Background: an optimization exercise with open tools, aiming at small area. Do not read the settings as production practice.
At most, simulation tests tie the RTL to the original design; equivalence was not proved.

==> job 1762 <==
## filt_fir
module filt_fir (
  input  wire        i_rst_an,
  input  wire        i_ena,
  input  wire        i_clk,
  input  wire [7:0]  i_data,
  output wire [20:0] o_data
);
  reg  [7:0] s1;
  reg  [7:0] s2;
  reg  [7:0] s3;
  reg  [7:0] s4;
  reg  [7:0] s5;
  reg  [7:0] s6;
  reg  [7:0] s7;
  reg  [7:0] s8;
  reg  [7:0] s9;
  reg  [7:0] s10;
  reg  [7:0] s11;
  reg  [7:0] s12;
  reg  [7:0] s13;
  reg  [7:0] s14;
  reg  [7:0] s15;
  reg  [7:0] s16;
  wire       ena_n = ~i_ena;
  wire [7:0] d1;
  fir_hold u_h1 [7:0] (.e(i_ena), .en(ena_n), .d(i_data), .q(s1), .y(d1));
  wire [7:0] d2;
  fir_hold u_h2 [7:0] (.e(i_ena), .en(ena_n), .d(s1), .q(s2), .y(d2));
  wire [7:0] d3;
  fir_hold u_h3 [7:0] (.e(i_ena), .en(ena_n), .d(s2), .q(s3), .y(d3));
  wire [7:0] d4;
  fir_hold u_h4 [7:0] (.e(i_ena), .en(ena_n), .d(s3), .q(s4), .y(d4));
  wire [7:0] d5;
  fir_hold u_h5 [7:0] (.e(i_ena), .en(ena_n), .d(s4), .q(s5), .y(d5));
  wire [7:0] d6;
  fir_hold u_h6 [7:0] (.e(i_ena), .en(ena_n), .d(s5), .q(s6), .y(d6));
  wire [7:0] d7;
  fir_hold u_h7 [7:0] (.e(i_ena), .en(ena_n), .d(s6), .q(s7), .y(d7));
  wire [7:0] d8;
  fir_hold u_h8 [7:0] (.e(i_ena), .en(ena_n), .d(s7), .q(s8), .y(d8));
  wire [7:0] d9;
  fir_hold u_h9 [7:0] (.e(i_ena), .en(ena_n), .d(s8), .q(s9), .y(d9));
  wire [7:0] d10;
  fir_hold u_h10 [7:0] (.e(i_ena), .en(ena_n), .d(s9), .q(s10), .y(d10));
  ...
==> module dff, before the edit <==
module dff #(
  parameter gp_data_width = 8                   
) 
(
  input  wire                     i_rst_an,     
  input  wire                     i_ena,        
  input  wire                     i_clk,        
  input  wire [gp_data_width-1:0] i_data,       
  output wire [gp_data_width-1:0] o_data        
);
  reg [gp_data_width-1:0] r_data;
  always @(posedge i_clk or negedge i_rst_an)
    begin: p_dff
      if (!i_rst_an)
        r_data <= 'd0;
      else if (i_ena)
        r_data <= i_data;  
    end
  assign o_data = r_data;
endmodule
make LEC_CHECK=0 CAP_MARGIN=20 CORE_MARGIN=2 CORE_UTILIZATION=70 CTS_BUF_LIST=sky130_fd_sc_hd__clkbuf_4 SLEW_MARGIN=20 SYNTH_HIERARCHICAL=1 SYNTH_MINIMUM_KEEP_SIZE=0 finish   # period 20.0 ns
run.sh (not shown) runs the stock make flow with config.mk's settings and CLKGATE_MAP_FILE= SYNTH_SCRIPT=/design/flow/synth_recipe.tcl, a recipe that flattens the netlist after the stock synthesis.
==> inputs of job 6379, as changes to job 1762 <==
--- a/flow/design.v
+++ b/flow/design.v
@@ -1,10 +1,10 @@
 module dff #(
-  parameter gp_data_width = 8                   
-) 
+  parameter gp_data_width = 8
+)
 (
-  input  wire                     i_rst_an,     
-  input  wire                     i_ena,        
-  input  wire                     i_clk,        
-  input  wire [gp_data_width-1:0] i_data,       
-  output wire [gp_data_width-1:0] o_data        
+  input  wire                     i_rst_an,
+  input  wire                     i_ena,
+  input  wire                     i_clk,
+  input  wire [gp_data_width-1:0] i_data,
+  output wire [gp_data_width-1:0] o_data
 );
@@ -12,8 +12,4 @@
   always @(posedge i_clk or negedge i_rst_an)
-    begin: p_dff
-      if (!i_rst_an)
-        r_data <= 'd0;
-      else if (i_ena)
-        r_data <= i_data;  
-    end
+    if (!i_rst_an) r_data <= 'd0;
+    else if (i_ena) r_data <= i_data;
   assign o_data = r_data;
- CORE_UTILIZATION: 70 -> 40
- CTS_BUF_LIST: sky130_fd_sc_hd__clkbuf_4 -> unset
==> inputs of job 2626, as changes to job 1762 <==
- CORE_UTILIZATION: 70 -> 40
- CTS_BUF_LIST: sky130_fd_sc_hd__clkbuf_4 -> sky130_fd_sc_hd__clkbuf_2 sky130_fd_sc_hd__clkbuf_4 sky130_fd_sc_hd__clkbuf_8
- CTS_CLUSTER_SIZE: unset -> 40
==> comparison <==
Critical path depth is the same in job 2626 and job 6379. Between job 2626 and job 1762, the lower die area is in job 1762 (gap about 70%, measured against job 1762). Worst setup slack, highest first: job 1762, job 2626, job 6379. In non-clock buffer count, job 2626 and job 1762 do not differ. The lowest via count belongs to job 2626, the highest to job 1762. Routed wire length: job 1762 < job 2626 < job 6379. Of job 1762 and job 6379, job 6379 has the higher register-to-register slack (gap 0.02 ns).
==> figures <==
metric                                                                               job 1762                   job 2626                    job 6379
Result of the run                                            no timing/DRC/antenna violations  no timing/DRC/antenna violations  no timing/DRC/antenna violations
Drt initial violations                                                                    298                        323                         349
Finished Layout Cells                                                                     755                        869                         870
WL met3                                                                               1.06 mm                     914 um                      932 um
Filler cell count                                                                         781                      1,964                       1,932
Top Usage Layer GRT                                                                      met1                       met2                        met2
Gp weighted congestion                                                                  0.881                      0.840                       0.832
Number of global-route vias before repair                                               5,358                      5,434                       5,555
Source-to-sink clock delay at the later pin of the worst-skew pair                    0.54 ns                    0.44 ns                     0.42 ns
Worst R2R Setup Slack                                                                19.06 ns                   19.09 ns                    19.08 ns
Pin count of the biggest net entering global routing                                       83                         98                          99
Root buf cell                                                       sky130_fd_sc_hd__clkbuf_4  sky130_fd_sc_hd__clkbuf_8  sky130_fd_sc_hd__clkbuf_16
Effective utilization at floorplan                                                      71.7%                      40.3%                       40.3%
Global-route met1 utilization                                                           46.9%                      25.9%                       25.6%
Layout buffering overhead excluding clock cells                                         3.43%                      3.30%                       3.47%
Die Ht                                                                                 118 um                     154 um                      154 um
The RTL of job 1762 and job 2626 was laid out without a check of its function.

---

==> v31: inputs <==
filt_fir, a different RTL version from the one above (not shown whole).
==> flow/config.mk <==
export PLATFORM = sky130hd
export DESIGN_NAME = filt_fir
export DESIGN_NICKNAME = filt_fir
export VERILOG_FILES = /design/flow/design.v
export SDC_FILE = /design/flow/constraint.sdc
export NUM_CORES = 4
export LEC_CHECK = 0
export CAP_MARGIN = 20
export CORE_MARGIN = 2
export CORE_UTILIZATION = 70
export CTS_BUF_LIST = sky130_fd_sc_hd__clkbuf_4
export SLEW_MARGIN = 20
export SYNTH_HIERARCHICAL = 1
export SYNTH_MINIMUM_KEEP_SIZE = 0
==> flow/constraint.sdc <==
create_clock -name core_clock -period 20.0 [get_ports {i_clk}]
set_input_delay 4.0000 -clock core_clock [delete_from_list [all_inputs] [get_ports {i_clk}]]
set_output_delay 4.0000 -clock core_clock [all_outputs]
set_load 0.01 [all_outputs]
standard.sh (not shown) runs the stock make flow with config.mk's settings and CLKGATE_MAP_FILE= SYNTH_SCRIPT=/design/flow/synth_recipe.tcl, a recipe that flattens the netlist after the stock synthesis.
==> flow/flow/run.sh <==
#!/bin/bash
# The standard layout (standard.sh: the standard flow's synthesis and ORFS flow, unchanged),
# with two extra ORFS knobs:
#  - port buffers use the smallest buffer cell instead of the default choice;
#  - clock tree synthesis without dummy load cells.
set -euo pipefail
bash standard.sh \
  "BUFFER_PORTS_ARGS=-buffer_cell sky130_fd_sc_hd__buf_1" \
  "CTS_ARGS=-sink_clustering_enable -repair_clock_nets -dont_use_dummy_load -buf_list {sky130_fd_sc_hd__clkbuf_4 sky130_fd_sc_hd__clkbuf_8}" \
  finish > standard.log 2>&1
==> v19 (differences from v31) <==
--- a/flow/flow/run.sh
+++ b/flow/flow/run.sh
@@ -8,3 +8,3 @@
   "BUFFER_PORTS_ARGS=-buffer_cell sky130_fd_sc_hd__buf_1" \
-  "CTS_ARGS=-sink_clustering_enable -repair_clock_nets -dont_use_dummy_load -buf_list {sky130_fd_sc_hd__clkbuf_4 sky130_fd_sc_hd__clkbuf_8}" \
+  "CTS_ARGS=-sink_clustering_enable -repair_clock_nets -dont_use_dummy_load -buf_list sky130_fd_sc_hd__clkbuf_4 sky130_fd_sc_hd__clkbuf_8" \
   finish > standard.log 2>&1
==> comparison table <==
metric	v19	v31
Post-synthesis mux area share	0	0
Number of nets in the synthesized netlist	795	795
Run status	stopped before the end	finished clean
Failing step	clock tree synthesis (4_1_cts)	-
Top_reg_cell synth	sky130_fd_sc_hd__dfrtp_1	sky130_fd_sc_hd__dfrtp_1
Adder and majority cell fraction of the synthesized area	0.4535	0.4535
Global placement routability congestion	0.8405	0.8405
XOR/XNOR share of the synthesized area	0.0009976	0.0009976
IO Count	32	32
Post-synthesis cell type with the largest combined area	sky130_fd_sc_hd__fa_1	sky130_fd_sc_hd__fa_1
Compound-cell area share of the yosys netlist	0.1277	0.1277
Most frequent cell after synthesis	sky130_fd_sc_hd__fa_1	sky130_fd_sc_hd__fa_1
Detail Placement HPWL	13140 µm	13140 µm
Post-synthesis async set-or-reset flop share	1.000	1.000
Number of synthesized flops with an enable pin	0	0

==> port drivers added, routing unchanged <==
Ports are ideal in the flow. The routed layouts listed here were re-timed in OpenROAD. Step 1: set_driving_cell puts a clkbuf_16 on i_clk and a buf_2 on each other input, an assumption about the parent block. Step 2 adds t to the input delays and takes it off the output delays; t is the mean of the earliest and latest rising clock arrival at the registers after step 1. Input paths then give back, and output paths get back, about the clock's delay inside the block. Slacks: no drivers / after step 1 / after step 2; pairs: no drivers / after step 1.
run | t (ns) | setup slack, ns | worst hold slack (ns)
job 1762 | 0.567 | 4.266 / 4.239 / 4.239 | 0.547 / 0.547 / 0.547
job 6379 | 0.466 | 4.235 / 4.207 / 4.207 | 0.542 / 0.542 / 0.542
job 2626 | 0.480 | 4.245 / 4.213 / 4.213 | 0.544 / 0.544 / 0.544
v31 | 0.482 | 4.504 / 4.482 / 4.482 | 0.528 / 0.528 / 0.528
After both steps every run listed still meets setup and hold. The setup slack of job 2626, which loses most, moves by -0.032 ns with the drivers and by -0.032 ns with both steps.
